From an optimization exercise on the open Yosys and OpenROAD flow, aimed at small area and a short achievable clock period; shortcuts taken in it are not production practice. RTL that was checked went through simulation tests only; none was proved equivalent to the original. Function not checked in runs 2 and 3: the RTL went through the layout flow alone. Power figures rest on the tool's default switching activity, not on a simulated workload.

<file path="flow/config.mk">
export PLATFORM = sky130hd
export DESIGN_NAME = design_1
export DESIGN_NICKNAME = design_1
export VERILOG_FILES = /design/flow/design.v
export SDC_FILE = /design/flow/constraint.sdc
export NUM_CORES = 4
export LEC_CHECK = 0
export CAP_MARGIN = 20
export CORE_MARGIN = 2
export CORE_UTILIZATION = 40
export PLACE_DENSITY = 0.6
export SETUP_SLACK_MARGIN = 4.5
export SLEW_MARGIN = 20
</file>
<file path="flow/constraint.sdc">
create_clock -name core_clock -period 9.0 [get_ports {clk}]
set_input_delay 1.8000 -clock core_clock [delete_from_list [all_inputs] [get_ports {clk}]]
set_output_delay 1.8000 -clock core_clock [all_outputs]
set_load 0.01 [all_outputs]
</file>
<file path="flow/design.v">
module design_1
   (bias, bias_1, bias_2, bias_3, clk,
    in1, in1_1, in1_2, in1_3, in2, in2_1, in2_2, in2_3,
    in3, in3_1, in3_2, in3_3, in4, in4_1, in4_2, in4_3,
    mac, n_en, n_in, n_in_1, n_in_2, n_in_3,
    n_out, n_out_1, n_out_2, n_out_3,
    outen, outen_1, outen_2, outen_3, p_en,
    p_out, p_out_1, p_out_2, p_out_3, rst,
    wgh, wgh_1, wgh_2, wgh_3);
  input [15:0]bias;
  input [15:0]bias_1;
  input [15:0]bias_2;
  input [15:0]bias_3;
  input clk;
  input [15:0]in1;
  input [15:0]in1_1;
  input [15:0]in1_2;
  input [15:0]in1_3;
  input [15:0]in2;
  input [15:0]in2_1;
  input [15:0]in2_2;
  input [15:0]in2_3;
  input [15:0]in3;
  input [15:0]in3_1;
  input [15:0]in3_2;
  input [15:0]in3_3;
  input [15:0]in4;
  input [15:0]in4_1;
  input [15:0]in4_2;
  input [15:0]in4_3;
  input mac;
  input n_en;
  input [15:0]n_in;
  input [15:0]n_in_1;
  input [15:0]n_in_2;
  input [15:0]n_in_3;
  output [15:0]n_out;
  output [15:0]n_out_1;
  output [15:0]n_out_2;
  output [15:0]n_out_3;
  output outen;
  output outen_1;
  output outen_2;
  output outen_3;
  input p_en;
  output [15:0]p_out;
  output [15:0]p_out_1;
  output [15:0]p_out_2;
  output [15:0]p_out_3;
  input rst;
  input [15:0]wgh;
  input [15:0]wgh_1;
  input [15:0]wgh_2;
  input [15:0]wgh_3;
  neuron neuron_0 (.clk(clk), .rst(rst), .en(n_en), .mac(mac),
    .n_in(n_in),   .wgh(wgh),   .bias(bias),   .n_out(n_out));
  neuron neuron_1 (.clk(clk), .rst(rst), .en(n_en), .mac(mac),
    .n_in(n_in_1), .wgh(wgh_1), .bias(bias_1), .n_out(n_out_1));
  neuron neuron_2 (.clk(clk), .rst(rst), .en(n_en), .mac(mac),
    .n_in(n_in_2), .wgh(wgh_2), .bias(bias_2), .n_out(n_out_2));
  neuron neuron_3 (.clk(clk), .rst(rst), .en(n_en), .mac(mac),
    .n_in(n_in_3), .wgh(wgh_3), .bias(bias_3), .n_out(n_out_3));
  pooling pooling_0 (.clk(clk), .en(p_en), .in1(in1),   .in2(in2),   .in3(in3),   .in4(in4),   .p_out(p_out),   .outen(outen));
  pooling pooling_1 (.clk(clk), .en(p_en), .in1(in1_1), .in2(in2_1), .in3(in3_1), .in4(in4_1), .p_out(p_out_1), .outen(outen_1));
  pooling pooling_2 (.clk(clk), .en(p_en), .in1(in1_2), .in2(in2_2), .in3(in3_2), .in4(in4_2), .p_out(p_out_2), .outen(outen_2));
  pooling pooling_3 (.clk(clk), .en(p_en), .in1(in1_3), .in2(in2_3), .in3(in3_3), .in4(in4_3), .p_out(p_out_3), .outen(outen_3));
endmodule
module neuron(
  input [15:0] n_in,
  input [15:0] wgh,
  input [15:0] bias,
  input clk,
  input en,
  input rst,
  input mac,
  output [15:0] n_out
);
  reg [14:0] a;          
  reg [7:0]  one, two;   
  reg [6:0]  neg;        
  reg        ts;         
  reg [7:0]  tlo;        
  reg [6:0]  th0, th1;   
  reg        tci;        
  reg [15:0] sum;
  reg        tsum;       
  reg [14:0] nout;
  function [29:0] prefix15(input [14:0] g, input [14:0] p);
    reg [14:0] G, P, Gn, Pn;
    integer i, k;
    begin
      G = g; P = p;
      for (k = 1; k < 15; k = k * 2) begin
        Gn = G; Pn = P;
        for (i = k; i < 15; i = i + 1) begin
          Gn[i] = G[i] | (P[i] & G[i-k]);
          Pn[i] = P[i] & P[i-k];
        end
        G = Gn; P = Pn;
      end
      prefix15 = {P, G};
    end
  endfunction
  wire [17:0] bb = {2'b00, wgh[14:0], 1'b0};
  reg  [7:0]  one_d, two_d;
  reg  [6:0]  neg_d;
  integer k;
  always @* begin
    for (k = 0; k < 8; k = k + 1) begin
      one_d[k] = bb[2*k+1] ^ bb[2*k];
      two_d[k] = (bb[2*k+2] & ~bb[2*k+1] & ~bb[2*k]) | (~bb[2*k+2] & bb[2*k+1] & bb[2*k]);
      if (k < 7) neg_d[k] = bb[2*k+2];
    end
  end
  wire [7:0] plo;
  wire [6:0] ph0, ph1;
  wire       pci;
  mul15x15_booth_split mul (.a(a), .one(one), .two(two), .neg(neg),
    .lo(plo), .hi0(ph0), .hi1(ph1), .ci(pci));
  wire [6:0]  thi = th0 + th1 + tci;
  wire [15:0] temp = {ts, thi, tlo};
  wire [15:0] x  = mac ? bias : temp;
  wire [14:0] sm = sum[14:0];
  wire [14:0] xm = x[14:0];
  wire [14:0] pd = sm ^ ~xm;
  wire [29:0] d  = prefix15(sm & ~xm, pd);
  wire [14:0] gd = d[14:0], ad = d[29:15];
  wire        gt = gd[14];
  wire        eq = ad[14];
  wire [14:0] dif = gt ? (pd ^ {gd[13:0] | ad[13:0], 1'b1}) : ~(pd ^ {gd[13:0], 1'b0});
  wire [14:0] pa = sm ^ xm;
  wire [29:0] s  = prefix15(sm & xm, pa);
  wire [15:0] add = {s[14], pa ^ {s[13:0], 1'b0}};
  wire        same = sum[15] == x[15];
  wire [15:0] nsum = same ? {sum[15], (tsum == sum[15]) ? add[14:0] : 15'h7f80}
                          : {gt ? sum[15] : x[15], dif};
  always @(posedge clk) begin
    if (rst) begin
      a <= 0; one <= 0; two <= 0; neg <= 0;
      ts <= 0; tlo <= 0; th0 <= 0; th1 <= 0; tci <= 0; sum <= 0; tsum <= 0; nout <= 0;
    end else if (en) begin
      tsum <= sum[15] ^ x[15] ^ add[15];
      if (!eq) sum <= nsum;
      if (mac) begin
        nout <= sum[15] ? 15'd0 : sum[14:0];
      end else begin
        a <= n_in[14:0];
        one <= one_d; two <= two_d; neg <= neg_d;
        ts <= n_in[15] ^ wgh[15];
        tlo <= plo; th0 <= ph0; th1 <= ph1; tci <= pci;
      end
    end
  end
  assign n_out = {1'b0, nout};
endmodule
module pooling(
  input clk,
  input [15:0] in1,
  input [15:0] in2,
  input [15:0] in3,
  input [15:0] in4,
  input en,
  output reg [15:0] p_out,
  output reg outen
);
  wire c12 = in1 < in2, c13 = in1 < in3, c14 = in1 < in4;
  wire c23 = in2 < in3, c24 = in2 < in4, c34 = in3 < in4;
  wire s1 = ~c12 & ~c13 & ~c14;
  wire s2 =  c12 & ~c23 & ~c24;
  wire s3 =  c13 &  c23 & ~c34;
  wire s4 = ~(s1 | s2 | s3);
  wire v  = en && in1 != 0;
  wire [15:0] m = ({16{s1}} & in1) | ({16{s2}} & in2) | ({16{s3}} & in3) | ({16{s4}} & in4);
  always @(posedge clk) begin
    outen <= en;
    p_out <= v ? m : 16'd0;
  end
endmodule
module mul15x15_booth_split(input [14:0] a, input [7:0] one, input [7:0] two, input [6:0] neg,
  output [7:0] lo, output [6:0] hi0, output [6:0] hi1, output ci);
  wire one0 = one[0];
  wire two0 = two[0];
  wire neg0 = neg[0];
  wire m0_0 = ((one0 & a[0])) ^ neg0;
  wire m0_1 = ((one0 & a[1]) | (two0 & a[0])) ^ neg0;
  wire m0_2 = ((one0 & a[2]) | (two0 & a[1])) ^ neg0;
  wire m0_3 = ((one0 & a[3]) | (two0 & a[2])) ^ neg0;
  wire m0_4 = ((one0 & a[4]) | (two0 & a[3])) ^ neg0;
  wire m0_5 = ((one0 & a[5]) | (two0 & a[4])) ^ neg0;
  wire m0_6 = ((one0 & a[6]) | (two0 & a[5])) ^ neg0;
  wire m0_7 = ((one0 & a[7]) | (two0 & a[6])) ^ neg0;
  wire m0_8 = ((one0 & a[8]) | (two0 & a[7])) ^ neg0;
  wire m0_9 = ((one0 & a[9]) | (two0 & a[8])) ^ neg0;
  wire m0_10 = ((one0 & a[10]) | (two0 & a[9])) ^ neg0;
  wire m0_11 = ((one0 & a[11]) | (two0 & a[10])) ^ neg0;
  wire m0_12 = ((one0 & a[12]) | (two0 & a[11])) ^ neg0;
  wire m0_13 = ((one0 & a[13]) | (two0 & a[12])) ^ neg0;
  wire m0_14 = ((one0 & a[14]) | (two0 & a[13])) ^ neg0;
  wire m0_15 = ((two0 & a[14])) ^ neg0;
  wire one1 = one[1];
  wire two1 = two[1];
  wire neg1 = neg[1];
  wire m1_0 = ((one1 & a[0])) ^ neg1;
  wire m1_1 = ((one1 & a[1]) | (two1 & a[0])) ^ neg1;
  wire m1_2 = ((one1 & a[2]) | (two1 & a[1])) ^ neg1;
  wire m1_3 = ((one1 & a[3]) | (two1 & a[2])) ^ neg1;
  wire m1_4 = ((one1 & a[4]) | (two1 & a[3])) ^ neg1;
  wire m1_5 = ((one1 & a[5]) | (two1 & a[4])) ^ neg1;
  wire m1_6 = ((one1 & a[6]) | (two1 & a[5])) ^ neg1;
  wire m1_7 = ((one1 & a[7]) | (two1 & a[6])) ^ neg1;
  wire m1_8 = ((one1 & a[8]) | (two1 & a[7])) ^ neg1;
  wire m1_9 = ((one1 & a[9]) | (two1 & a[8])) ^ neg1;
  wire m1_10 = ((one1 & a[10]) | (two1 & a[9])) ^ neg1;
  wire m1_11 = ((one1 & a[11]) | (two1 & a[10])) ^ neg1;
  wire m1_12 = ((one1 & a[12]) | (two1 & a[11])) ^ neg1;
  wire m1_13 = ((one1 & a[13]) | (two1 & a[12])) ^ neg1;
  wire m1_14 = ((one1 & a[14]) | (two1 & a[13])) ^ neg1;
  wire m1_15 = ((two1 & a[14])) ^ neg1;
  wire one2 = one[2];
  wire two2 = two[2];
  wire neg2 = neg[2];
  wire m2_0 = ((one2 & a[0])) ^ neg2;
  wire m2_1 = ((one2 & a[1]) | (two2 & a[0])) ^ neg2;
  wire m2_2 = ((one2 & a[2]) | (two2 & a[1])) ^ neg2;
  wire m2_3 = ((one2 & a[3]) | (two2 & a[2])) ^ neg2;
  wire m2_4 = ((one2 & a[4]) | (two2 & a[3])) ^ neg2;
  wire m2_5 = ((one2 & a[5]) | (two2 & a[4])) ^ neg2;
  wire m2_6 = ((one2 & a[6]) | (two2 & a[5])) ^ neg2;
  wire m2_7 = ((one2 & a[7]) | (two2 & a[6])) ^ neg2;
  wire m2_8 = ((one2 & a[8]) | (two2 & a[7])) ^ neg2;
  wire m2_9 = ((one2 & a[9]) | (two2 & a[8])) ^ neg2;
  wire m2_10 = ((one2 & a[10]) | (two2 & a[9])) ^ neg2;
  wire m2_11 = ((one2 & a[11]) | (two2 & a[10])) ^ neg2;
  wire m2_12 = ((one2 & a[12]) | (two2 & a[11])) ^ neg2;
  wire m2_13 = ((one2 & a[13]) | (two2 & a[12])) ^ neg2;
  wire m2_14 = ((one2 & a[14]) | (two2 & a[13])) ^ neg2;
  wire m2_15 = ((two2 & a[14])) ^ neg2;
  wire one3 = one[3];
  wire two3 = two[3];
  wire neg3 = neg[3];
  wire m3_0 = ((one3 & a[0])) ^ neg3;
  wire m3_1 = ((one3 & a[1]) | (two3 & a[0])) ^ neg3;
  wire m3_2 = ((one3 & a[2]) | (two3 & a[1])) ^ neg3;
  wire m3_3 = ((one3 & a[3]) | (two3 & a[2])) ^ neg3;
  wire m3_4 = ((one3 & a[4]) | (two3 & a[3])) ^ neg3;
  wire m3_5 = ((one3 & a[5]) | (two3 & a[4])) ^ neg3;
  wire m3_6 = ((one3 & a[6]) | (two3 & a[5])) ^ neg3;
  wire m3_7 = ((one3 & a[7]) | (two3 & a[6])) ^ neg3;
  wire m3_8 = ((one3 & a[8]) | (two3 & a[7])) ^ neg3;
  wire m3_9 = ((one3 & a[9]) | (two3 & a[8])) ^ neg3;
  wire m3_10 = ((one3 & a[10]) | (two3 & a[9])) ^ neg3;
  wire m3_11 = ((one3 & a[11]) | (two3 & a[10])) ^ neg3;
  wire m3_12 = ((one3 & a[12]) | (two3 & a[11])) ^ neg3;
  wire m3_13 = ((one3 & a[13]) | (two3 & a[12])) ^ neg3;
  wire m3_14 = ((one3 & a[14]) | (two3 & a[13])) ^ neg3;
  wire m3_15 = ((two3 & a[14])) ^ neg3;
  wire one4 = one[4];
  wire two4 = two[4];
  wire neg4 = neg[4];
  wire m4_0 = ((one4 & a[0])) ^ neg4;
  wire m4_1 = ((one4 & a[1]) | (two4 & a[0])) ^ neg4;
  wire m4_2 = ((one4 & a[2]) | (two4 & a[1])) ^ neg4;
  wire m4_3 = ((one4 & a[3]) | (two4 & a[2])) ^ neg4;
  wire m4_4 = ((one4 & a[4]) | (two4 & a[3])) ^ neg4;
  wire m4_5 = ((one4 & a[5]) | (two4 & a[4])) ^ neg4;
  wire m4_6 = ((one4 & a[6]) | (two4 & a[5])) ^ neg4;
  wire m4_7 = ((one4 & a[7]) | (two4 & a[6])) ^ neg4;
  wire m4_8 = ((one4 & a[8]) | (two4 & a[7])) ^ neg4;
  wire m4_9 = ((one4 & a[9]) | (two4 & a[8])) ^ neg4;
  wire m4_10 = ((one4 & a[10]) | (two4 & a[9])) ^ neg4;
  wire m4_11 = ((one4 & a[11]) | (two4 & a[10])) ^ neg4;
  wire m4_12 = ((one4 & a[12]) | (two4 & a[11])) ^ neg4;
  wire m4_13 = ((one4 & a[13]) | (two4 & a[12])) ^ neg4;
  wire one5 = one[5];
  wire two5 = two[5];
  wire neg5 = neg[5];
  wire m5_0 = ((one5 & a[0])) ^ neg5;
  wire m5_1 = ((one5 & a[1]) | (two5 & a[0])) ^ neg5;
  wire m5_2 = ((one5 & a[2]) | (two5 & a[1])) ^ neg5;
  wire m5_3 = ((one5 & a[3]) | (two5 & a[2])) ^ neg5;
  wire m5_4 = ((one5 & a[4]) | (two5 & a[3])) ^ neg5;
  wire m5_5 = ((one5 & a[5]) | (two5 & a[4])) ^ neg5;
  wire m5_6 = ((one5 & a[6]) | (two5 & a[5])) ^ neg5;
  wire m5_7 = ((one5 & a[7]) | (two5 & a[6])) ^ neg5;
  wire m5_8 = ((one5 & a[8]) | (two5 & a[7])) ^ neg5;
  wire m5_9 = ((one5 & a[9]) | (two5 & a[8])) ^ neg5;
  wire m5_10 = ((one5 & a[10]) | (two5 & a[9])) ^ neg5;
  wire m5_11 = ((one5 & a[11]) | (two5 & a[10])) ^ neg5;
  wire one6 = one[6];
  wire two6 = two[6];
  wire neg6 = neg[6];
  wire m6_0 = ((one6 & a[0])) ^ neg6;
  wire m6_1 = ((one6 & a[1]) | (two6 & a[0])) ^ neg6;
  wire m6_2 = ((one6 & a[2]) | (two6 & a[1])) ^ neg6;
  wire m6_3 = ((one6 & a[3]) | (two6 & a[2])) ^ neg6;
  wire m6_4 = ((one6 & a[4]) | (two6 & a[3])) ^ neg6;
  wire m6_5 = ((one6 & a[5]) | (two6 & a[4])) ^ neg6;
  wire m6_6 = ((one6 & a[6]) | (two6 & a[5])) ^ neg6;
  wire m6_7 = ((one6 & a[7]) | (two6 & a[6])) ^ neg6;
  wire m6_8 = ((one6 & a[8]) | (two6 & a[7])) ^ neg6;
  wire m6_9 = ((one6 & a[9]) | (two6 & a[8])) ^ neg6;
  wire one7 = one[7];
  wire two7 = two[7];
  wire m7_0 = (one7 & a[0]);
  wire m7_1 = (one7 & a[1]) | (two7 & a[0]);
  wire m7_2 = (one7 & a[2]) | (two7 & a[1]);
  wire m7_3 = (one7 & a[3]) | (two7 & a[2]);
  wire m7_4 = (one7 & a[4]) | (two7 & a[3]);
  wire m7_5 = (one7 & a[5]) | (two7 & a[4]);
  wire m7_6 = (one7 & a[6]) | (two7 & a[5]);
  wire m7_7 = (one7 & a[7]) | (two7 & a[6]);
  wire s0 = neg5 ^ m0_10;
  wire c0 = neg5 & m0_10;
  wire s1 = m0_11 ^ m1_9;
  wire c1 = m0_11 & m1_9;
  wire s2 = neg6 ^ m0_12 ^ m1_10;
  wire c2 = (neg6 & m0_12) | (neg6 & m1_10) | (m0_12 & m1_10);
  wire s3 = m2_8 ^ m3_6;
  wire c3 = m2_8 & m3_6;
  wire s4 = m0_13 ^ m1_11 ^ m2_9;
  wire c4 = (m0_13 & m1_11) | (m0_13 & m2_9) | (m1_11 & m2_9);
  wire s5 = m3_7 ^ m4_5;
  wire c5 = m3_7 & m4_5;
  wire s6 = m0_14 ^ m1_12 ^ m2_10;
  wire c6 = (m0_14 & m1_12) | (m0_14 & m2_10) | (m1_12 & m2_10);
  wire s7 = m3_8 ^ m4_6 ^ m5_4;
  wire c7 = (m3_8 & m4_6) | (m3_8 & m5_4) | (m4_6 & m5_4);
  wire s8 = m0_15 ^ m1_13 ^ m2_11;
  wire c8 = (m0_15 & m1_13) | (m0_15 & m2_11) | (m1_13 & m2_11);
  wire s9 = m3_9 ^ m4_7 ^ m5_5;
  wire c9 = (m3_9 & m4_7) | (m3_9 & m5_5) | (m4_7 & m5_5);
  wire s10 = 1'b1 ^ ~neg0 ^ m1_14;
  wire c10 = (1'b1 & ~neg0) | (1'b1 & m1_14) | (~neg0 & m1_14);
  wire s11 = m2_12 ^ m3_10 ^ m4_8;
  wire c11 = (m2_12 & m3_10) | (m2_12 & m4_8) | (m3_10 & m4_8);
  wire s12 = m5_6 ^ m6_4;
  wire c12 = m5_6 & m6_4;
  wire s13 = 1'b1 ^ m1_15 ^ m2_13;
  wire c13 = (1'b1 & m1_15) | (1'b1 & m2_13) | (m1_15 & m2_13);
  wire s14 = m3_11 ^ m4_9 ^ m5_7;
  wire c14 = (m3_11 & m4_9) | (m3_11 & m5_7) | (m4_9 & m5_7);
  wire s15 = m6_5 ^ m7_3;
  wire c15 = m6_5 & m7_3;
  wire s16 = ~neg1 ^ m2_14 ^ m3_12;
  wire c16 = (~neg1 & m2_14) | (~neg1 & m3_12) | (m2_14 & m3_12);
  wire s17 = m4_10 ^ m5_8 ^ m6_6;
  wire c17 = (m4_10 & m5_8) | (m4_10 & m6_6) | (m5_8 & m6_6);
  wire s18 = 1'b1 ^ m2_15 ^ m3_13;
  wire c18 = (1'b1 & m2_15) | (1'b1 & m3_13) | (m2_15 & m3_13);
  wire s19 = m4_11 ^ m5_9;
  wire c19 = m4_11 & m5_9;
  wire s20 = ~neg2 ^ m3_14 ^ m4_12;
  wire c20 = (~neg2 & m3_14) | (~neg2 & m4_12) | (m3_14 & m4_12);
  wire s21 = 1'b1 ^ m3_15;
  wire c21 = 1'b1 & m3_15;
  wire s22 = neg3 ^ m0_6;
  wire c22 = neg3 & m0_6;
  wire s23 = m0_7 ^ m1_5;
  wire c23 = m0_7 & m1_5;
  wire s24 = neg4 ^ m0_8 ^ m1_6;
  wire c24 = (neg4 & m0_8) | (neg4 & m1_6) | (m0_8 & m1_6);
  wire s25 = m2_4 ^ m3_2;
  wire c25 = m2_4 & m3_2;
  wire s26 = m0_9 ^ m1_7 ^ m2_5;
  wire c26 = (m0_9 & m1_7) | (m0_9 & m2_5) | (m1_7 & m2_5);
  wire s27 = m3_3 ^ m4_1;
  wire c27 = m3_3 & m4_1;
  wire s28 = m1_8 ^ m2_6 ^ m3_4;
  wire c28 = (m1_8 & m2_6) | (m1_8 & m3_4) | (m2_6 & m3_4);
  wire s29 = m4_2 ^ m5_0 ^ s0;
  wire c29 = (m4_2 & m5_0) | (m4_2 & s0) | (m5_0 & s0);
  wire s30 = m2_7 ^ m3_5 ^ m4_3;
  wire c30 = (m2_7 & m3_5) | (m2_7 & m4_3) | (m3_5 & m4_3);
  wire s31 = m5_1 ^ c0 ^ s1;
  wire c31 = (m5_1 & c0) | (m5_1 & s1) | (c0 & s1);
  wire s32 = m4_4 ^ m5_2 ^ m6_0;
  wire c32 = (m4_4 & m5_2) | (m4_4 & m6_0) | (m5_2 & m6_0);
  wire s33 = c1 ^ s3 ^ s2;
  wire c33 = (c1 & s3) | (c1 & s2) | (s3 & s2);
  wire s34 = m5_3 ^ m6_1 ^ c3;
  wire c34 = (m5_3 & m6_1) | (m5_3 & c3) | (m6_1 & c3);
  wire s35 = s5 ^ c2 ^ s4;
  wire c35 = (s5 & c2) | (s5 & s4) | (c2 & s4);
  wire s36 = m6_2 ^ m7_0 ^ c5;
  wire c36 = (m6_2 & m7_0) | (m6_2 & c5) | (m7_0 & c5);
  wire s37 = c4 ^ s6 ^ s7;
  wire c37 = (c4 & s6) | (c4 & s7) | (s6 & s7);
  wire s38 = m6_3 ^ m7_1 ^ c6;
  wire c38 = (m6_3 & m7_1) | (m6_3 & c6) | (m7_1 & c6);
  wire s39 = c7 ^ s8 ^ s9;
  wire c39 = (c7 & s8) | (c7 & s9) | (s8 & s9);
  wire s40 = m7_2 ^ s12 ^ c8;
  wire c40 = (m7_2 & s12) | (m7_2 & c8) | (s12 & c8);
  wire s41 = c9 ^ s10 ^ s11;
  wire c41 = (c9 & s10) | (c9 & s11) | (s10 & s11);
  wire s42 = c12 ^ s15 ^ c10;
  wire c42 = (c12 & s15) | (c12 & c10) | (s15 & c10);
  wire s43 = c11 ^ s13 ^ s14;
  wire c43 = (c11 & s13) | (c11 & s14) | (s13 & s14);
  wire s44 = m7_4 ^ c15 ^ c13;
  wire c44 = (m7_4 & c15) | (m7_4 & c13) | (c15 & c13);
  wire s45 = c14 ^ s16 ^ s17;
  wire c45 = (c14 & s16) | (c14 & s17) | (s16 & s17);
  wire s46 = m6_7 ^ m7_5 ^ s19;
  wire c46 = (m6_7 & m7_5) | (m6_7 & s19) | (m7_5 & s19);
  wire s47 = c16 ^ c17 ^ s18;
  wire c47 = (c16 & c17) | (c16 & s18) | (c17 & s18);
  wire s48 = m5_10 ^ m6_8 ^ m7_6;
  wire c48 = (m5_10 & m6_8) | (m5_10 & m7_6) | (m6_8 & m7_6);
  wire s49 = c19 ^ c18 ^ s20;
  wire c49 = (c19 & c18) | (c19 & s20) | (c18 & s20);
  wire s50 = m4_13 ^ m5_11 ^ m6_9;
  wire c50 = (m4_13 & m5_11) | (m4_13 & m6_9) | (m5_11 & m6_9);
  wire s51 = m7_7 ^ s21 ^ c20;
  wire c51 = (m7_7 & s21) | (m7_7 & c20) | (s21 & c20);
  wire s52 = neg2 ^ m0_4;
  wire c52 = neg2 & m0_4;
  wire s53 = m0_5 ^ m1_3;
  wire c53 = m0_5 & m1_3;
  wire s54 = m1_4 ^ m2_2 ^ m3_0;
  wire c54 = (m1_4 & m2_2) | (m1_4 & m3_0) | (m2_2 & m3_0);
  wire s55 = m2_3 ^ m3_1 ^ c22;
  wire c55 = (m2_3 & m3_1) | (m2_3 & c22) | (m3_1 & c22);
  wire s56 = m4_0 ^ c23 ^ s25;
  wire c56 = (m4_0 & c23) | (m4_0 & s25) | (c23 & s25);
  wire s57 = c25 ^ s27 ^ c24;
  wire c57 = (c25 & s27) | (c25 & c24) | (s27 & c24);
  wire s58 = c27 ^ c26 ^ s28;
  wire c58 = (c27 & c26) | (c27 & s28) | (c26 & s28);
  wire s59 = c28 ^ s30 ^ c29;
  wire c59 = (c28 & s30) | (c28 & c29) | (s30 & c29);
  wire s60 = c30 ^ s32 ^ c31;
  wire c60 = (c30 & s32) | (c30 & c31) | (s32 & c31);
  wire s61 = c32 ^ s34 ^ c33;
  wire c61 = (c32 & s34) | (c32 & c33) | (s34 & c33);
  wire s62 = c34 ^ s36 ^ c35;
  wire c62 = (c34 & s36) | (c34 & c35) | (s36 & c35);
  wire s63 = c36 ^ c37 ^ s38;
  wire c63 = (c36 & c37) | (c36 & s38) | (c37 & s38);
  wire s64 = c38 ^ c39 ^ s40;
  wire c64 = (c38 & c39) | (c38 & s40) | (c39 & s40);
  wire s65 = c40 ^ c41 ^ s42;
  wire c65 = (c40 & c41) | (c40 & s42) | (c41 & s42);
  wire s66 = c42 ^ c43 ^ s44;
  wire c66 = (c42 & c43) | (c42 & s44) | (c43 & s44);
  wire s67 = c44 ^ s46 ^ c45;
  wire c67 = (c44 & s46) | (c44 & c45) | (s46 & c45);
  wire s68 = s48 ^ c46 ^ c47;
  wire c68 = (s48 & c46) | (s48 & c47) | (c46 & c47);
  wire s69 = c48 ^ s50 ^ c49;
  wire c69 = (c48 & s50) | (c48 & c49) | (s50 & c49);
  wire s70 = neg1 ^ m0_2;
  wire c70 = neg1 & m0_2;
  wire s71 = m0_3 ^ m1_1;
  wire c71 = m0_3 & m1_1;
  wire s72 = m1_2 ^ m2_0 ^ s52;
  wire c72 = (m1_2 & m2_0) | (m1_2 & s52) | (m2_0 & s52);
  wire s73 = m2_1 ^ c52 ^ s53;
  wire c73 = (m2_1 & c52) | (m2_1 & s53) | (c52 & s53);
  wire s74 = c53 ^ s22 ^ s54;
  wire c74 = (c53 & s22) | (c53 & s54) | (s22 & s54);
  wire s75 = s23 ^ c54 ^ s55;
  wire c75 = (s23 & c54) | (s23 & s55) | (c54 & s55);
  wire s76 = s24 ^ c55 ^ s56;
  wire c76 = (s24 & c55) | (s24 & s56) | (c55 & s56);
  wire s77 = s26 ^ c56 ^ s57;
  wire c77 = (s26 & c56) | (s26 & s57) | (c56 & s57);
  wire s78 = c57 ^ s29 ^ s58;
  wire c78 = (c57 & s29) | (c57 & s58) | (s29 & s58);
  wire s79 = s31 ^ c58 ^ s59;
  wire c79 = (s31 & c58) | (s31 & s59) | (c58 & s59);
  wire s80 = s33 ^ c59 ^ s60;
  wire c80 = (s33 & c59) | (s33 & s60) | (c59 & s60);
  wire s81 = s35 ^ c60 ^ s61;
  wire c81 = (s35 & c60) | (s35 & s61) | (c60 & s61);
  wire s82 = s37 ^ c61 ^ s62;
  wire c82 = (s37 & c61) | (s37 & s62) | (c61 & s62);
  wire s83 = s39 ^ c62 ^ s63;
  wire c83 = (s39 & c62) | (s39 & s63) | (c62 & s63);
  wire s84 = s41 ^ c63 ^ s64;
  wire c84 = (s41 & c63) | (s41 & s64) | (c63 & s64);
  wire s85 = s43 ^ c64 ^ s65;
  wire c85 = (s43 & c64) | (s43 & s65) | (c64 & s65);
  wire s86 = s45 ^ c65 ^ s66;
  wire c86 = (s45 & c65) | (s45 & s66) | (c65 & s66);
  wire s87 = s47 ^ c66 ^ s67;
  wire c87 = (s47 & c66) | (s47 & s67) | (c66 & s67);
  wire s88 = s49 ^ c67 ^ s68;
  wire c88 = (s49 & c67) | (s49 & s68) | (c67 & s68);
  wire s89 = s51 ^ c68 ^ s69;
  wire c89 = (s51 & c68) | (s51 & s69) | (c68 & s69);
  wire [21:0] r0 = {c88, c87, c86, c85, c84, c83, c82, c81, c80, c79, c78, c77, c76, c75, c74, c73, c72, c71, c70, m1_0, m0_1, neg0};
  wire [21:0] r1 = {s89, s88, s87, s86, s85, s84, s83, s82, s81, s80, s79, s78, s77, s76, s75, s74, s73, s72, s71, s70, 1'b0, m0_0};
  wire [14:0] x = r0[14:0], y = r1[14:0];
  wire [14:0] g0 = x & y, p0 = x ^ y;
  wire [14:0] g1 = g0 | (p0 & {x[13:0], 1'b0} & {y[13:0], 1'b0});
  wire [14:0] p1 = p0 & {p0[13:0], 1'b1};
  wire [14:0] g2, p2;
  assign g2 = g1 | (p1 & {g1[12:0], 2'b0});
  assign p2 = p1 & {p1[12:0], {2{1'b1}}};
  wire [14:0] g4, p4;
  assign g4 = g2 | (p2 & {g2[10:0], 4'b0});
  assign p4 = p2 & {p2[10:0], {4{1'b1}}};
  wire [14:0] g8, p8;
  assign g8 = g4 | (p4 & {g4[6:0], 8'b0});
  assign p8 = p4 & {p4[6:0], {8{1'b1}}};
  wire [14:0] sl = p0 ^ {g8[13:0], 1'b0};
  assign lo = sl[14:7];
  assign ci = g8[14];
  assign hi0 = r0[21:15];
  assign hi1 = r1[21:15];
endmodule
</file>
<file path="flow/flow/run.sh">
#!/bin/bash
# The standard layout, with the ports buffered by the smallest plain buffer
# (buffer_ports otherwise picks a clkdlybuf4s50_1 delay cell for every port).
set -euo pipefail
export BUFFER_PORTS_ARGS="-buffer_cell sky130_fd_sc_hd__buf_1"
bash standard.sh > standard.log 2>&1
</file>
<file path="flow/standard.sh">
#!/bin/bash
# synth_recipe.tcl (not shown) runs the flow's synth.tcl, then flattens the netlist and writes it again
# the make line also repeats each setting of config.mk as NAME=value (left out here)
make -C /OpenROAD-flow-scripts/flow DESIGN_CONFIG=/design/flow/config.mk WORK_HOME=/design/flow/orfs CLKGATE_MAP_FILE= SYNTH_SCRIPT=/design/flow/synth_recipe.tcl "${@:-finish}"
</file>
==> metrics.yaml, run 1 <==
power_and_ir_drop:
  peakVddDrop_mv: 0.157
  power.leakage_nw: 24.6
  power_mw: 10.6
  power.density_mw_per_mm2: 183
worst_setup_path:
  path_class: "input port to flip-flop"
  arrival_ns: 4.96
  slowest_delay_ns: 0.50
  crit_start: "mac"
  rr_worst_depth: 19
  worstReg2RegEnd: "neuron_2.sum[12]"
  crit_path_end_kind: "flip-flop"
  worstSetupStartpointType: "input port"
  r2r_setup_slack_ns: 4.68
  cp-endpoint: "neuron_1.sum[4]"
  r2r_start: "neuron_2.tci"
  critPathSlowestCell: "nor4_4"
  path_cells: "clkbuf_16, buf_16, mux2i_4, ha_2, a211oi_2, o211ai_1, and3_4, nor4_4, buf_12, o21ai_1, o21a_1, a221o_1, nand3_1, a21oi_1"
  path_max_fanout: 17
  required_ns: 9.53
logic_synthesis:
  synth_seq_cells: 441
  dominantRegCellSynth: "dfxtp_1"
  synthTopCellsByArea: "dfxtp_1 17%, ha_1 16%, fa_1 11%"
  synth_area_per_cell_um2: 8.23
  synth_top_area_frac: 0.171
  ys_types: 108
  ys_warn_count: 2
  async_flop_share: 0
  synth_edf_count: 0
  ys_seq_area_frac: 0.171
  synth_area_mm2: 0.0517
  yosysTopAreaCell: "dfxtp_1"
  syn_inst: 6277
drt:
  drtIter0Drc: 3722
  antenna_left: 0
  vias: 47200
  wl_per_cell_um: 20.7
  drc: 0
  drt_first_pass_iters: 6
  vias_per_cell: 5.70
  wl_mm: 172
floorplanning:
  dieWidth_um: 363
  row_count: 131
  die_area_mm2: 0.132
  die_y_um: 363
  start_util: 0.404
  core_area_mm2: 0.128
  io_pins: 585
timing:
  finalWorstPathRequiredPeriod_ns: 4.42
  rsz0062_at_grt: "yes"
  slew_violations: 0
  whs_ns: 0.448
  finalSetupViolCount: 0
  tightest_slew_ns: 1.20
  fin_worst_skew_ns: 0.0290
  slew_headroom: 0.197
  setup_tns_ns: 0
  timing_hold_violations_final: 0
  fin_crit_sh: 0.492
  setup_ws_ns: 4.58
  fmax_mhz: 226
run:
  drv_cap: 0
cells_and_area:
  final_common_cell: "inv_1"
  fin_cells: 8288
  utilization: 0.453
  drive_above_1_share: 0.0706
  final_nets: 7945
  stdcell_area_mm2: 0.0579
  layout_common_cells: "655 x inv_1, 625 x ha_1, 578 x buf_1"
  syn_to_final_growth_pct: 12.1
placement:
  port_buffers: 580
  place_congestion: 0.967
  dpl_worst_slack_ns: 2.99
  dpl.cell_count: 8130
  hpwl_mm: 133
  postPlaceCellArea_mm2: 0.0547
status:
  status: "no timing/DRC/antenna violations"
clocking:
  htreeDepth: 2
  cts_tree: "yes"
  cts.path.max_buffers: 3
  cts-root-buf: "clkbuf_16"
  insertion_delay_ns: 0.71
  cts_buffers: 61
  clock-sinks: 441
  path_clk_slew_ns: 0.06
grt:
  grt_pass1_vias: 45400
  grt_first_pass_wirelength_mm: 267
  antenna_found_initial: 26
  overflow: 0
  grt.total_usage: 0.253
  grt_max_degree: 155
hold_path:
  hp-class: "flip-flop to flip-flop"
## layout make-up
| class | count | area (um2) |
|---|---|---|
| multi-input combinational | 4723 | 39200 |
| antenna | 13 | 32.5 |
| inverter | 662 | 2480 |
| clock inverter | 32 | 472 |
| tap | 1662 | 2080 |
| fill | 12800 | 69900 |
| sequential | 441 | 8940 |
| clock buffer | 80 | 1690 |
| timing repair buffer | 675 | 3030 |
## worst min path at each step
stage / depth (start not counted) / end / from / slack, ns
detailed placement: 2 / neuron_2.tlo[2] / neuron_2.tlo[2] / 0.44
floorplan: 2 / neuron_2.tlo[2] / neuron_2.tlo[2] / 0.43
global placement: 2 / neuron_3.tlo[3] / neuron_3.tlo[3] / 0.44
finish: 2 / neuron_2.tlo[4] / neuron_2.tlo[4] / 0.45
global route: 2 / neuron_2.tlo[4] / neuron_2.tlo[4] / 0.47
CTS: 2 / neuron_2.tlo[4] / neuron_2.tlo[4] / 0.45
## flip-flops by register name, summed over array words and instances, names as in the netlist, 15 cells and up
name	flops
neuron_0.sum	16
neuron_2.nout	15
neuron_1.nout	15
neuron_3.nout	15
pooling_1.p_out	16
neuron_3.sum	16
pooling_3.p_out	16
pooling_2.p_out	16
neuron_2.sum	16
neuron_0.a	15
neuron_2.a	15
neuron_0.nout	15
pooling_0.p_out	16
neuron_1.sum	16
neuron_3.a	15
neuron_1.a	15
## cell usage after synthesis (23+ instances only)
| master | count |
|---|---|
| o21ai_0 | 145 |
| mux2_2 | 23 |
| a31oi_1 | 44 |
| and3_1 | 25 |
| nand2_1 | 532 |
| buf_1 | 28 |
| o211ai_1 | 40 |
| nor4_1 | 35 |
| nor3_1 | 64 |
| nor3b_1 | 63 |
| o21ai_1 | 23 |
| nand3b_1 | 24 |
| nor2b_1 | 53 |
| inv_1 | 656 |
| a311oi_1 | 29 |
| a221o_1 | 78 |
| clkbuf_1 | 376 |
| mux2i_1 | 69 |
| nor2_1 | 322 |
| fa_1 | 284 |
| a22oi_1 | 379 |
| a21oi_1 | 501 |
| a32o_1 | 67 |
| dfxtp_1 | 441 |
| nand2b_1 | 53 |
| ha_1 | 644 |
| xor2_1 | 207 |
| xnor2_1 | 321 |
| nand3_1 | 68 |
| a21o_1 | 151 |
| nand4_1 | 44 |
| buf_2 | 27 |
| o21bai_1 | 29 |
| a211oi_1 | 73 |
## worst max-delay path: cells and delay by family
kind / cells / cell delay (ns)
and+or+nand+nor: 3 / 0.84
buffers and inverters: 3 / 0.58
muxes: 1 / 0.26
adders and majority gates: 1 / 0.35
AOI/OAI and AO/OA: 6 / 1.06
## repair_timing
action | CTS | global route
gates resized for setup | 48 | 153
gates cloned | 0 | 3
endpoints found under the setup margin | 75 | 112
buffers inserted | 15 | 15
pin swaps | 4 | 24
hold endpoints to repair | 0 | 0
hold buffers | 0 | 0
## metal layers
layer / share of wire / track usage / vias to the layer above
met5: 0.00018 / 0 / -
met4: 0.024 / 0.0649 / 4
met3: 0.072 / 0.0427 / 239
met2: 0.44 / 0.394 / 1510
met1: 0.46 / 0.359 / 22800
li1: - / - / 22700
## logic make-up (layout without fill, tap and decap cells)
group,after synthesis,count (layout),synth area share
simple gates,1369,1369,0.127
xor+xnor,528,528,0.0895
flops,441,441,0.171
compound gates,1800,1800,0.243
mux,94,94,0.0189
buf+inv,1116,1449,0.0842
other cells,1,17,0.0000726
fa+ha+maj,928,928,0.266
## report_power, final
group / total (mW) / internal (mW) / switching [mW]
sequential: 2.60 / 2.20 / 0.401
combinational: 5.36 / 2.22 / 3.14
clock: 2.64 / 1.58 / 1.06
==> run 2: changes to the inputs <==
--- a/flow/design.v
+++ b/flow/design.v
@@ -162,17 +162,30 @@
   input en,
-  output reg [15:0] p_out,
+  output [15:0] p_out,
   output reg outen
 );
-  wire c12 = in1 < in2, c13 = in1 < in3, c14 = in1 < in4;
-  wire c23 = in2 < in3, c24 = in2 < in4, c34 = in3 < in4;
-  wire s1 = ~c12 & ~c13 & ~c14;
-  wire s2 =  c12 & ~c23 & ~c24;
-  wire s3 =  c13 &  c23 & ~c34;
-  wire s4 = ~(s1 | s2 | s3);
-  wire v  = en && in1 != 0;
-  wire [15:0] m = ({16{s1}} & in1) | ({16{s2}} & in2) | ({16{s3}} & in3) | ({16{s4}} & in4);
+  function lt16(input [15:0] a, input [15:0] b);
+    reg [15:0] l, e;
+    reg [15:0] ln, en;
+    integer i, k;
+    begin
+      l = ~a & b; e = ~(a ^ b);
+      for (k = 1; k < 16; k = k * 2) begin
+        ln = l; en = e;
+        for (i = 0; i + k < 16; i = i + 2 * k) begin
+          ln[i] = l[i + k] | (e[i + k] & l[i]);
+          en[i] = e[i + k] & e[i];
+        end
+        l = ln; e = en;
+      end
+      lt16 = l[0];
+    end
+  endfunction
+  reg  [15:0] m12, m34;    
+  wire        v = en && in1 != 0;
   always @(posedge clk) begin
     outen <= en;
-    p_out <= v ? m : 16'd0;
+    m12 <= v ? (lt16(in1, in2) ? in2 : in1) : 16'd0;
+    m34 <= v ? (lt16(in3, in4) ? in4 : in3) : 16'd0;
   end
+  assign p_out = lt16(m12, m34) ? m34 : m12;
 endmodule
==> metrics.yaml, run 2 <==
power_and_ir_drop:
  swShare: 0.420  # -0.0141
  peakVddDrop_mv: 0.143  # -9.0%
  p_sw_mw: 4.85  # +5.5%
  power.leakage_nw: 24.6  # -0.11%
  combPwrFrac: 0.503  # -0.003
  power.density_mw_per_mm2: 198  # +8.4%
  seqPwrFrac: 0.253  # +0.008
  p_int_mw: 6.70  # +12%
  clock_power_share: 0.244  # -0.005
status:
  status: "no timing/DRC/antenna violations"
worst_setup_path:
  rr_worst_depth: 18  # -1
  worstReg2RegEnd: "neuron_2.sum[11]"
  r2r_start: "neuron_2.tci"
  worstSetupStartpointType: "flip-flop"
  r2r_setup_slack_ns: 4.71  # +0.03 ns
  path_max_fanout: 8  # -9
  arrival_ns: 2.88  # -2.08 ns
  required_ns: 7.20  # -2.33 ns
  path_class: "flip-flop to output pin"
  crit_path_end_kind: "output pin"
drt:
  drt_first_pass_iters: 6  # unchanged
  antenna_left: 0  # unchanged
  drc: 0  # unchanged
  wl_per_cell_um: 19.7  # -4.9%
  vias_per_cell: 5.52  # -3.2%
  drtIter0Drc: 3411  # -8.4%
  wl_mm: 163  # -5.3%
  vias: 45600  # -3.5%
timing:
  fin_crit_sh: 0.520  # +0.0285
  rsz0062_at_grt: "yes"
  setup_tns_ns: 0  # unchanged
  setup_ws_ns: 4.32  # -0.257 ns
  slew_violations: 0  # unchanged
  fmax_mhz: 214  # -5.5%
  finalWorstPathRequiredPeriod_ns: 4.68  # +0.257 ns
  timing_hold_violations_final: 0  # unchanged
  tightest_slew_ns: 1.25  # +0.0504 ns
  finalSetupViolCount: 0  # unchanged
  fin_worst_skew_ns: 0.0264  # -0.00258 ns
  slew_headroom: 0.160  # -0.0363
clocking:
  clock-sinks: 505  # +15%
  cts.path.max_buffers: 3  # unchanged
  postCtsHoldBufs: 0  # unchanged
  cts_tree: "yes"
  insertion_delay_ns: 0.67  # -0.04 ns
  cts_buffers: 68  # +11%
  cts-root-buf: "clkbuf_16"
  path_clk_slew_ns: 0.06  # about the same
  htreeDepth: 3  # +1
logic_synthesis:
  async_flop_share: 0  # unchanged
  dominantRegCellSynth: "dfxtp_1"
  synth_simple_gate_area_frac: 0.140  # +0.0126
  synth.most_common_cell: "inv_1"
  synth_seq_cells: 505  # +15%
  synth_common_cells: "654 x inv_1, 584 x nand2_1, 505 x dfxtp_1, 464 x ha_1"
  synth_mux_area_frac: 0.0602  # +0.0413
  synthXorXnorAreaFrac: 0.0913  # +0.00178
  syn_inst: 6259  # -0.29%
  synth_top_family_by_area: "adder cells"
  ys_warn_count: 2  # unchanged
  synth_compound_area_frac: 0.200  # -0.0435
  synth_area_mm2: 0.0509  # -1.4%
  synthTopCellsByArea: "dfxtp_1 20%, ha_1 11%, fa_1 11%"
  yosys.area_share.adder: 0.226  # -0.0405
  synth_area_per_cell_um2: 8.14  # -1.1%
  yosysTopAreaCell: "dfxtp_1"
  synth_top_area_frac: 0.198  # +0.0276
  ys_types: 91  # -16%
  ys_seq_area_frac: 0.198  # +0.0276
  synth_edf_count: 0  # unchanged
hold_path:
  hp-start: "neuron_0.tlo[4]"
  worstHoldPathCells: 2  # unchanged
  hp-class: "flip-flop to flip-flop"
  holdPathEnd: "neuron_0.tlo[4]"
floorplanning:
  die_y_um: 361  # -0.69%
  dieWidth_um: 361  # -0.69%
  io_pins: 585  # unchanged
  row_count: 130  # -0.76%
  core_area_mm2: 0.126  # -1.4%
  start_util: 0.404  # about the same
  die_area_mm2: 0.130  # -1.4%
cells_and_area:
  drive_above_1_share: 0.0935  # +0.0229
  final_nets: 7744  # -2.5%
  fillCellCount: 12500  # -2.2%
  final_common_cell: "inv_1"
  syn_to_final_growth_pct: 14.4
  layout_common_cells: "649 x inv_1, 577 x nand2_1, 513 x buf_1"
  stdcell_area_mm2: 0.0582  # +0.56%
grt:
  overflow: 0  # unchanged
  grt_max_degree: 149  # -3.9%
  antenna_found_initial: 23  # -12%
  grt_pass1_vias: 44000  # -2.9%
  grt_first_pass_wirelength_mm: 253  # -5.1%
  grt.total_usage: 0.242  # -0.0111
run:
  drv_cap: 0  # unchanged
placement:
  postPlaceCellArea_mm2: 0.0539  # -1.5%
  place_congestion: 0.938  # -2.9%
  port_buffers: 580  # unchanged
  hpwl_mm: 123  # -7.0%
  dpl_worst_slack_ns: 2.81  # -0.185 ns
run 2: per-stage QoR:
step / util / hold slack, ns / cells / total power, mW
after detailed placement: 0.428 / 0.444 / 8071 / 8.15
after CTS: 0.456 / 0.454 / 8227 / 11.4
final: 0.462 / 0.453 / 8256 / 11.6
after floorplan: - / 0.431 / 6262 / 6.78
after global placement: 0.428 / 0.441 / 8071 / 8.13
after global routing: 0.462 / 0.469 / 8251 / 12.4
run 2: how the worst max path moves through the flow:
stage	from	to	cells past startpoint	slack [ns]
3_3_place_gp	mac	neuron_0.sum[13]	12	2.81
2_1_floorplan	mac	neuron_0.sum[14]	15	4.16
3_5_place_dp	mac	neuron_0.sum[4]	12	2.81
4_1_cts	pooling_3.m12[1]	p_out_3[10]	11	4.23
5_1_grt	pooling_1.m12[1]	p_out_1[1]	13	4.19
6_report	pooling_3.m12[1]	p_out_3[4]	11	4.32
run 2: routing by layer:
layer	vias up	share of wire	track usage
met5	-	0.00082	0
met4	22	0.025	0.0666
met3	231	0.068	0.0434
met2	1386	0.45	0.391
met1	21900	0.45	0.329
li1	22100	-	-
run 2: timing repair:
action | 4_1_cts | 5_1_grt
pin swaps | 33 | 37
endpoints found under the setup margin | 129 | 153
setup buffers | 27 | 15
resized for setup | 274 | 170
cloned | 5 | 4
run 2: cells by family after synthesis:
| kind of cell | after synthesis |
|---|---|
| buffers and inverters | 1133 |
| other | 1 |
| XOR/XNOR | 531 |
| multiplexers | 295 |
| AO/OA/AOI/OAI | 1520 |
| flip-flops | 505 |
| AND/OR/NAND/NOR | 1526 |
| adder cells (fa/ha/maj) | 748 |
run 2: worst max-delay path: stages, from the launching register on:
cell	delay [ns]
dfxtp_2	0.34
inv_2	0.04
ha_4	0.23
a31o_4	0.23
a21oi_2	0.11
nor2b_1	0.06
o211ai_1	0.20
a21oi_2	0.11
a21oi_2	0.24
buf_6	0.21
mux2_4	0.32
buf_6	0.13
run 2: power groups by stage:
stage	clock [mW]	sequential [mW]	combinational, mW
after floorplan	0	2.68	4.10
after global placement	0	2.94	5.19
after detailed placement	0	2.94	5.20
after CTS	2.92	2.90	5.54
after global routing	3.00	2.96	6.43
final	2.82	2.92	5.80
run 2: area by class of cell:
type,instances,area (um2),share of cell area
timing repair buffer,683,3630,0.0623
antenna,9,22.5,0.000387
clock inverter,37,405,0.00696
sequential,505,10200,0.175
tap,1650,2060,0.0354
multi-input combinational,4625,37600,0.646
clock buffer,87,1880,0.0322
inverter,660,2480,0.0426
==> run 3: changes to the inputs <==
--- a/flow/config.mk
+++ b/flow/config.mk
@@ -11,3 +11,3 @@
 export PLACE_DENSITY = 0.6
-export SETUP_SLACK_MARGIN = 4.5
+export SETUP_SLACK_MARGIN = 4.8
 export SLEW_MARGIN = 20
==> metrics.yaml, run 3 <==
logic_synthesis:
  ys_seq_area_frac: 0.198  # unchanged
  synth.most_common_cell: "inv_1"
  synth_seq_cells: 505  # unchanged
  async_flop_share: 0  # unchanged
  yosys.area_share.adder: 0.226  # unchanged
  ys_types: 91  # unchanged
  synthXorXnorAreaFrac: 0.0913  # unchanged
  dominantRegCellSynth: "dfxtp_1"
  synth_area_mm2: 0.0509  # unchanged
  synth_top_family_by_area: "adder cells"
  synth_edf_count: 0  # unchanged
  yosysTopAreaCell: "dfxtp_1"
  synth_common_cells: "654 x inv_1, 584 x nand2_1, 505 x dfxtp_1, 464 x ha_1"
  synth_mux_area_frac: 0.0602  # unchanged
  ys_warn_count: 2  # unchanged
  syn_inst: 6259  # unchanged
  synth_top_area_frac: 0.198  # unchanged
  synth_area_per_cell_um2: 8.14  # unchanged
  synthTopCellsByArea: "dfxtp_1 20%, ha_1 11%, fa_1 11%"
  synth_compound_area_frac: 0.200  # unchanged
  synth_simple_gate_area_frac: 0.140  # unchanged
floorplanning:
  die_area_mm2: 0.130  # unchanged
  die_y_um: 361  # unchanged
  core_area_mm2: 0.126  # unchanged
  io_pins: 585  # unchanged
  dieWidth_um: 361  # unchanged
  row_count: 130  # unchanged
  start_util: 0.404  # unchanged
worst_setup_path:
  required_ns: 7.20  # about the same
  crit_path_end_kind: "output pin"
  path_max_fanout: 6  # -2
  r2r_start: "neuron_1.tci"
  arrival_ns: 2.88  # about the same
  crit_start: "pooling_2.m12[9]"
  path_class: "flip-flop to output pin"
  worstSetupStartpointType: "flip-flop"
  path_cells: "inv_1, ha_1, a21o_1, a21o_1, a21oi_2, o21ai_1, a21oi_4, buf_6, mux2_4, buf_6"
  slowest_delay_ns: 0.33  # about the same
  critPathSlowestCell: "dfxtp_1"
clocking:
  cts_tree: "yes"
  clock-sinks: 505  # unchanged
  cts.path.max_buffers: 3  # unchanged
  path_clk_slew_ns: 0.06  # about the same
  postCtsHoldBufs: 0  # unchanged
  htreeDepth: 3  # unchanged
  cts_buffers: 71  # +4.4%
  cts-root-buf: "clkbuf_16"
  insertion_delay_ns: 0.69  # +0.02 ns
cells_and_area:
  final_nets: 7831  # +1.1%
  syn_to_final_growth_pct: 18.9
  final_common_cell: "inv_1"
  fin_cells: 8342  # +1.0%
  layout_common_cells: "641 x inv_1, 572 x nand2_1, 514 x buf_1"
  drive_above_1_share: 0.138  # +0.0444
grt:
  grt_pass1_vias: 44600  # +1.4%
  antenna_found_initial: 24  # +4.3%
  grt_first_pass_wirelength_mm: 256  # +1.2%
  overflow: 0  # unchanged
  grt_max_degree: 157  # +5.4%
  grt.total_usage: 0.245  # +0.00348
timing:
  timing_hold_violations_final: 0  # unchanged
  finalWorstPathRequiredPeriod_ns: 4.68  # -0.00286 ns
  fmax_mhz: 214  # about the same
  rsz0062_at_grt: "yes"
  finalSetupViolCount: 0  # unchanged
  tightest_slew_ns: 1.13  # -0.117 ns
  setup_tns_ns: 0  # unchanged
  slew_headroom: 0.244  # +0.0837
  fin_crit_sh: 0.520  # about the same
  slew_violations: 0  # unchanged
  setup_ws_ns: 4.32  # +0.00286 ns
  fin_worst_skew_ns: 0.0371  # +0.0107 ns
drt:
  antenna_left: 0  # unchanged
  wl_mm: 166  # +1.9%
  vias_per_cell: 5.54  # +0.29%
  vias: 46200  # +1.3%
  drtIter0Drc: 3381  # -0.88%
  drt_first_pass_iters: 6  # unchanged
  wl_per_cell_um: 19.9  # +0.88%
  drc: 0  # unchanged
placement:
  dpl.cell_count: 8071  # unchanged
  hpwl_mm: 123  # +0.16%
  port_buffers: 580  # unchanged
  place_congestion: 0.931  # -0.74%
  dpl_worst_slack_ns: 2.68  # -0.130 ns
run:
  drv_cap: 0  # unchanged
power_and_ir_drop:
  power.density_mw_per_mm2: 205  # +3.4%
  power.leakage_nw: 25.2  # +2.6%
  peakVddDrop_mv: 0.161  # +12%
hold_path:
  hp-start: "neuron_2.tlo[3]"
  hp-class: "flip-flop to flip-flop"
status:
  status: "no timing/DRC/antenna violations"
[run 3: changes by cell type in the layout (fill, tap and decap cells not counted), sizes merged]
cell	before	now
inv	668	662
buf	679	760
clkbuf	91	100
bufinv	6	5
bufbuf	0	1
clkinvlp	4	7
diode	9	8
[run 3: logic make-up (layout without fill, tap and decap cells)]
| logic type | Yosys count | count (layout) |
|---|---|---|
| multiplexers | 295 | 295 |
| adder cells (fa/ha/maj) | 748 | 748 |
| flip-flops | 505 | 505 |
| AND/OR/NAND/NOR | 1526 | 1527 |
| AO/OA/AOI/OAI | 1520 | 1520 |
| other | 1 | 12 |
| buffers and inverters | 1133 | 1554 |
| XOR/XNOR | 531 | 531 |
[run 3: worst max-delay path: cells and delay by family, from the launching register on]
kind / cells / cell delay (ns)
flops: 1 / 0.33
compound gates: 5 / 0.91
buf+inv: 3 / 0.36
mux: 1 / 0.33
fa+ha+maj: 1 / 0.29
[run 3: area by class of cell]
class	count	area, um2
Fill cell	12400	65500
Multi-Input combinational cell	4625	38800
Sequential cell	505	10300
Timing Repair Buffer	767	4550
Inverter	660	2480
Tap cell	1650	2060
Clock buffer	94	2010
Clock inverter	33	373
Antenna cell	8	20.0
[run 3: final timing paths]
path / endpoint / slack (ns) / cells after the start
worst max register to register: neuron_1.sum[13] / 4.72 / 21
worst min register to register: neuron_2.tlo[3] / 0.45 / 2
worst max-delay path: p_out_2[5] / 4.32 / 10
worst min-delay path: neuron_2.tlo[3] / 0.45 / 2
[run 3: through the flow]
stage / area, um2 / utilization / hold slack [ns] / power [mW]
after global routing: 60600 / 0.480 / 0.468 / 13.3
after global placement: 54000 / 0.428 / 0.442 / 8.15
after floorplan: 51300 / - / 0.431 / 6.80
after detailed placement: 54000 / 0.428 / 0.448 / 8.18
after CTS: 58300 / 0.462 / 0.454 / 11.6
final: 60600 / 0.481 / 0.452 / 12.4
[run 3: timing repair]
item | CTS | global route
gates resized for setup | 383 | 386
cloned | 9 | 2
pin swaps | 55 | 123
buffers inserted | 47 | 78
setup endpoints to repair | 266 | 154
[run 3: report_power, final]
group / total (mW) / internal, mW / switching (mW)
Sequential: 2.94 / 2.49 / 0.449
Clock: 2.91 / 1.73 / 1.18
Combinational: 6.57 / 3.04 / 3.53
[run 3: layer usage]
layer | vias to the layer above | track usage | wire length [um]
met2 | 1376 | 0.388 | 74100
met3 | 246 | 0.0471 | 10800
met5 | - | 0 | 164
li1 | 22200 | - | -
met4 | 24 | 0.0730 | 4560
met1 | 22300 | 0.336 | 76400

-- afterwards: timing with drivers on the ports --
The flow's constraints put no driver on any port. The routed layouts listed below were extracted and timed again, unchanged, in two steps. Step 1 (the two cells are an assumption about what drives the block):
set clk [get_ports {clk}]
set_driving_cell -lib_cell sky130_fd_sc_hd__clkbuf_16 $clk
set_driving_cell -lib_cell sky130_fd_sc_hd__buf_2 [delete_from_list [all_inputs] $clk]
Step 2, shift: input delay + t, output delay - t, t = (earliest + latest rising clock arrival at the registers) / 2. This alone moves slack from input paths to output paths. Three values: no drivers, after step 1, after step 2; two values: the first two.
| run | t (ns) | setup WS [ns] | worst setup path at the end | slew at the worst register clock pin (ns) |
|---|---|---|---|---|
| run 1 | 0.770 | 4.575 / 4.450 / 3.680 | input to register | 0.06 / 0.06 |
| run 2 | 0.730 | 4.319 / 4.240 / 3.797 | input to register | 0.07 / 0.07 |
| run 3 | 0.736 | 4.321 / 4.247 / 3.751 | input to register | 0.07 / 0.07 |
After both steps every run listed still meets setup and hold. The setup slack of run 1, which loses most, moves by -0.125 ns with the drivers and by -0.895 ns with both steps.
